From an optimization exercise on the open Yosys and OpenROAD flow, aimed at small area, a short achievable clock period and few clock cycles per item; shortcuts taken in it are not production practice.
Where RTL was checked, it was by simulation tests only, not by an equivalence proof against the original.
The clock input has no modelled driver; a real chip could not lean on it and would need a root buffer or a full tree.
Power figures rest on the tool's default switching activity, not on a simulated workload.

Design CompMul, start of the top module:
module CompMul(
	input [31:0] Multiplicand_input,
	input [31:0] Multiplier_input,
	input run,
	input rst,
	input clk,
	output ready,
	output [63:0] Product_output
	);
Size in the first run: about 1300 cells after synthesis, ~160 flip-flops, about 130 I/O pins, roughly 13000 um2 of cells after synthesis.
clock: 10.0 ns
lec_check: 0
cap_margin: 20
core_margin: 2
core_utilization: 55
cts_buf_list: sky130_fd_sc_hd__clkbuf_16
cts_cluster_diameter: 300
cts_cluster_size: 40
slew_margin: 20
synth_hierarchical: 1
synth_minimum_keep_size: 0
standard.sh (not shown) runs the stock make flow with config.mk's settings and CLKGATE_MAP_FILE= SYNTH_SCRIPT=/design/flow/synth_recipe.tcl, a recipe that flattens the netlist after the stock synthesis.
==> flow/flow/run.sh <==
#!/bin/bash
# Own layout flow: the standard layout (standard.sh) with these changes:
#  - the port buffers that buffer_ports inserts are of the cell named in flow/knobs
#    (PORT_BUF) instead of the default pick;
#  - repair_timing aims for the setup margin named in flow/knobs (SETUP_MARGIN);
#  - the clock tree step runs flow/cts_manual.tcl: the clock port drives
#    CLOCK_ROOTS clkbuf_16 buffers, each driving CLOCK_LEAVES clkbuf_16 buffers that
#    drive the registers of one region each (every register two buffers away),
#    instead of TritonCTS's tree (then the same repair as ORFS's step).
# Each make run writes its full output to a log file of its own in this folder;
# ORFS's own per-step logs stay under orfs/logs/.
set -euo pipefail
source flow/knobs
export OWN_FLOW_DIR="$PWD/flow"
export CLOCK_ROOTS CLOCK_LEAVES
ARGS=("BUFFER_PORTS_ARGS=-buffer_cell $PORT_BUF" "SETUP_SLACK_MARGIN=$SETUP_MARGIN")
bash standard.sh "${ARGS[@]}" place > make_place.log 2>&1
bash standard.sh "${ARGS[@]}" run RUN_SCRIPT="$PWD/flow/cts_manual.tcl" RUN_LOG_NAME_STEM=4_1_cts > make_cts.log 2>&1
bash standard.sh "${ARGS[@]}" finish > make_finish.log 2>&1
==> flow/flow/knobs <==
PORT_BUF=sky130_fd_sc_hd__buf_1
SETUP_MARGIN=7.05
CLOCK_ROOTS=4
CLOCK_LEAVES=2
Other scripts of this flow, unchanged in this note and not shown: flow/flow/cts_manual.tcl, flow/flow/mktree.tcl
Testbench counts at the start, summed over its fixed seeds: cycles 14,400, items 2,400.
Edit:
==> flow/flow/knobs (replaced) <==
PORT_BUF=sky130_fd_sc_hd__buf_1
SETUP_MARGIN=7.1
CLOCK_ROOTS=4
CLOCK_LEAVES=2
--- a/flow/config.mk
+++ b/flow/config.mk
@@ -10 +10 @@
-export CORE_UTILIZATION = 55
+export CORE_UTILIZATION = 40
Power went up by 1.8%.
Hold slack gains 0.0097 ns.
Synthesized area stays the same.
Flip-flop and latch count does not change.
Core utilization drops by 15 points.
Edit:
==> flow/flow/knobs (replaced) <==
PORT_BUF=sky130_fd_sc_hd__buf_1
SETUP_MARGIN=7.0
CLOCK_ROOTS=4
CLOCK_LEAVES=2
--- a/flow/config.mk
+++ b/flow/config.mk
@@ -10 +10 @@
-export CORE_UTILIZATION = 40
+export CORE_UTILIZATION = 55
Effect:
- cell count goes down by a little under a tenth
- power decreases by a few percent
- core utilization came out higher by 15 points
- worst hold slack is worse by 0.011 ns
- global-route usage came out higher by 6.8 points
Edit:
--- a/flow/config.mk
+++ b/flow/config.mk
@@ -10 +10 @@
-export CORE_UTILIZATION = 55
+export CORE_UTILIZATION = 65
What happened:
- total power hardly moves
- routed wire length rose by 3.1%
- worst setup slack gains 0.0056 ns
- fmax stays flat
- area after synthesis stays the same
- via count goes up by 4.7%
In every run of this note, the design's own scripts or RTL, not TritonCTS, make the clock network.

---

CompMul, a different RTL version from the one above (not shown whole).
For scale: ~1200 cells after synthesis, roughly 140 flip-flops, roughly 130 I/O pins, roughly 13000 um^2 of cells after synthesis.
// CompMul
module CompMul(
	input [31:0] Multiplicand_input,
	input [31:0] Multiplier_input,
	input run,
	input rst,
	input clk,
	output ready,
	output [63:0] Product_output
	);
	reg [31:0] M;         
	reg [31:0] PL;        
	reg [31:0] S;         
	reg [31:0] C;         
	reg [7:0] LC;        
	reg CF;               
	reg iter, fin, done;
	reg [1:0] cnt;
	assign ready = done;
	assign Product_output = {S, PL};
	wire [9:0] lo_sum2 = {1'b0, PL[31:24], 1'b1} + {1'b0, LC, CF};
	wire [8:0] lo_sum = lo_sum2[9:1];
	wire lo_cout = lo_sum[8];
	wire [40:0] fin_sum2 = {S, PL[31:24], 1'b1} + {C, LC, CF};
	wire [31:0] hi_sum = fin_sum2[40:9];
	wire [7:0] fin_lo = fin_sum2[8:1];
	wire [31:0] pp0 = M & {32{PL[0]}};
	wire [31:0] pp1 = M & {32{PL[1]}};
	wire [31:0] pp2 = M & {32{PL[2]}};
	wire [31:0] pp3 = M & {32{PL[3]}};
	wire [31:0] pp4 = M & {32{PL[4]}};
	wire [31:0] pp5 = M & {32{PL[5]}};
	wire [31:0] pp6 = M & {32{PL[6]}};
  ...
export LEC_CHECK = 0
export CAP_MARGIN = 20
export CORE_MARGIN = 2
export CORE_UTILIZATION = 40
export SLEW_MARGIN = 20
export SYNTH_HIERARCHICAL = 1
export SYNTH_MINIMUM_KEEP_SIZE = 0
create_clock -name core_clock -period 10.0 [get_ports {clk}]
==> flow/flow/run.sh <==
#!/bin/bash
# Own layout flow: the standard layout (standard.sh), with two changes:
#  - the port buffers that buffer_ports inserts are of the cell named in flow/knobs
#    (PORT_BUF) instead of the default pick;
#  - repair_timing aims for the setup margin named in flow/knobs (SETUP_MARGIN).
# Each make run writes its full output to a log file in this folder; ORFS's own
# per-step logs stay under orfs/logs/.
set -euo pipefail
source flow/knobs
bash standard.sh \
  "BUFFER_PORTS_ARGS=-buffer_cell $PORT_BUF" \
  "SETUP_SLACK_MARGIN=$SETUP_MARGIN" \
  finish > make_finish.log 2>&1
==> flow/flow/knobs <==
PORT_BUF=sky130_fd_sc_hd__buf_2
SETUP_MARGIN=6.5
Change:
==> flow/flow/knobs (replaced) <==
PORT_BUF=sky130_fd_sc_hd__buf_2
SETUP_MARGIN=0
Global-route usage barely changes.
Wire length went down slightly.
Die area stays the same.
Flip-flop and latch count does not change.
Via count went down slightly.
Worst hold slack hardly moves.
Register-to-register slack gets worse by 0.35 ns.
Worst setup slack gets worse by 0.54 ns.
Change:
==> flow/flow/knobs (replaced) <==
PORT_BUF=sky130_fd_sc_hd__buf_2
SETUP_MARGIN=7.2
- CTS_BUF_LIST: unset -> sky130_fd_sc_hd__clkbuf_4 sky130_fd_sc_hd__clkbuf_8
After rerunning: Worst setup slack improved by 0.61 ns; clock power decreases by 16%; synthesized cell count is unchanged; cell area increases by 7.9%; cell count increases by 3.6%; total power increases by 5.3%; combinational power increases by 19%; synthesized area is unchanged; first-iteration DRC count increases by 6.7%; via count increases by 3.3%.
Change:
- CTS_BUF_LIST: sky130_fd_sc_hd__clkbuf_4 sky130_fd_sc_hd__clkbuf_8 -> unset
Result:
- register-to-register slack is about the same
- clock power goes up by 29%
- routed wire length rose by 2.9%
- utilization rises by 1.1 points
- die area stays the same
- maximum frequency hardly moves
- cell area came out higher by 2.3%
- setup slack hardly moves
- area after synthesis is unchanged
- power went up by 5.7%
- via count rose by 0.80%
No run of this note included a check of the RTL's function; only the layout flow was run.

==> afterwards: timing with drivers on the ports <==
How much do the figures lean on ideal ports? The routed layouts below were timed once more, with nothing changed but the port constraints.
Step 1 (the two cells are an assumption about what drives the block):
set clk [get_ports {clk}]
set_driving_cell -lib_cell sky130_fd_sc_hd__clkbuf_16 $clk
set_driving_cell -lib_cell sky130_fd_sc_hd__buf_2 [delete_from_list [all_inputs] $clk]
Step 2 adds t to the input delays and takes it off the output delays; t is the mean of the earliest and latest rising clock arrival at the registers after step 1. Input paths then give back, and output paths get back, about the clock's delay inside the block.
Three values: no drivers, after step 1, after step 2; two values: the first two.
| run | t, ns | slack for setup (ns) | hold slack, ns | worst data-port slew with drivers (ns) |
|---|---|---|---|---|
| the first run of note 1 | 0.388 | 7.083 / 6.984 / 6.864 | 0.501 / 0.501 / 0.501 | 0.06 |
| the second run of note 1 | 0.388 | 7.086 / 7.012 / 6.929 | 0.510 / 0.510 / 0.510 | 0.06 |
| the third run of note 1 | 0.389 | 7.066 / 6.979 / 6.938 | 0.499 / 0.499 / 0.499 | 0.06 |
| the fourth run of note 1 | 0.386 | 7.071 / 6.967 / 6.770 | 0.505 / 0.505 / 0.505 | 0.07 |
| the first run of note 2 | 0.484 | 6.548 / 6.548 / 6.548 | 0.480 / 0.480 / 0.480 | 0.05 |
| the second run of note 2 | 0.484 | 6.009 / 5.954 / 6.205 | 0.482 / 0.482 / 0.482 | 0.05 |
| the third run of note 2 | 0.520 | 6.614 / 6.605 / 6.614 | 0.505 / 0.505 / 0.505 | 0.04 |
| the fourth run of note 2 | 0.479 | 6.613 / 6.613 / 6.613 | 0.501 / 0.501 / 0.501 | 0.04 |
After both steps setup and hold are still met in every run listed. The setup slack of the fourth run of note 1, which loses most, moves by -0.104 ns with the drivers and by -0.301 ns with both steps.
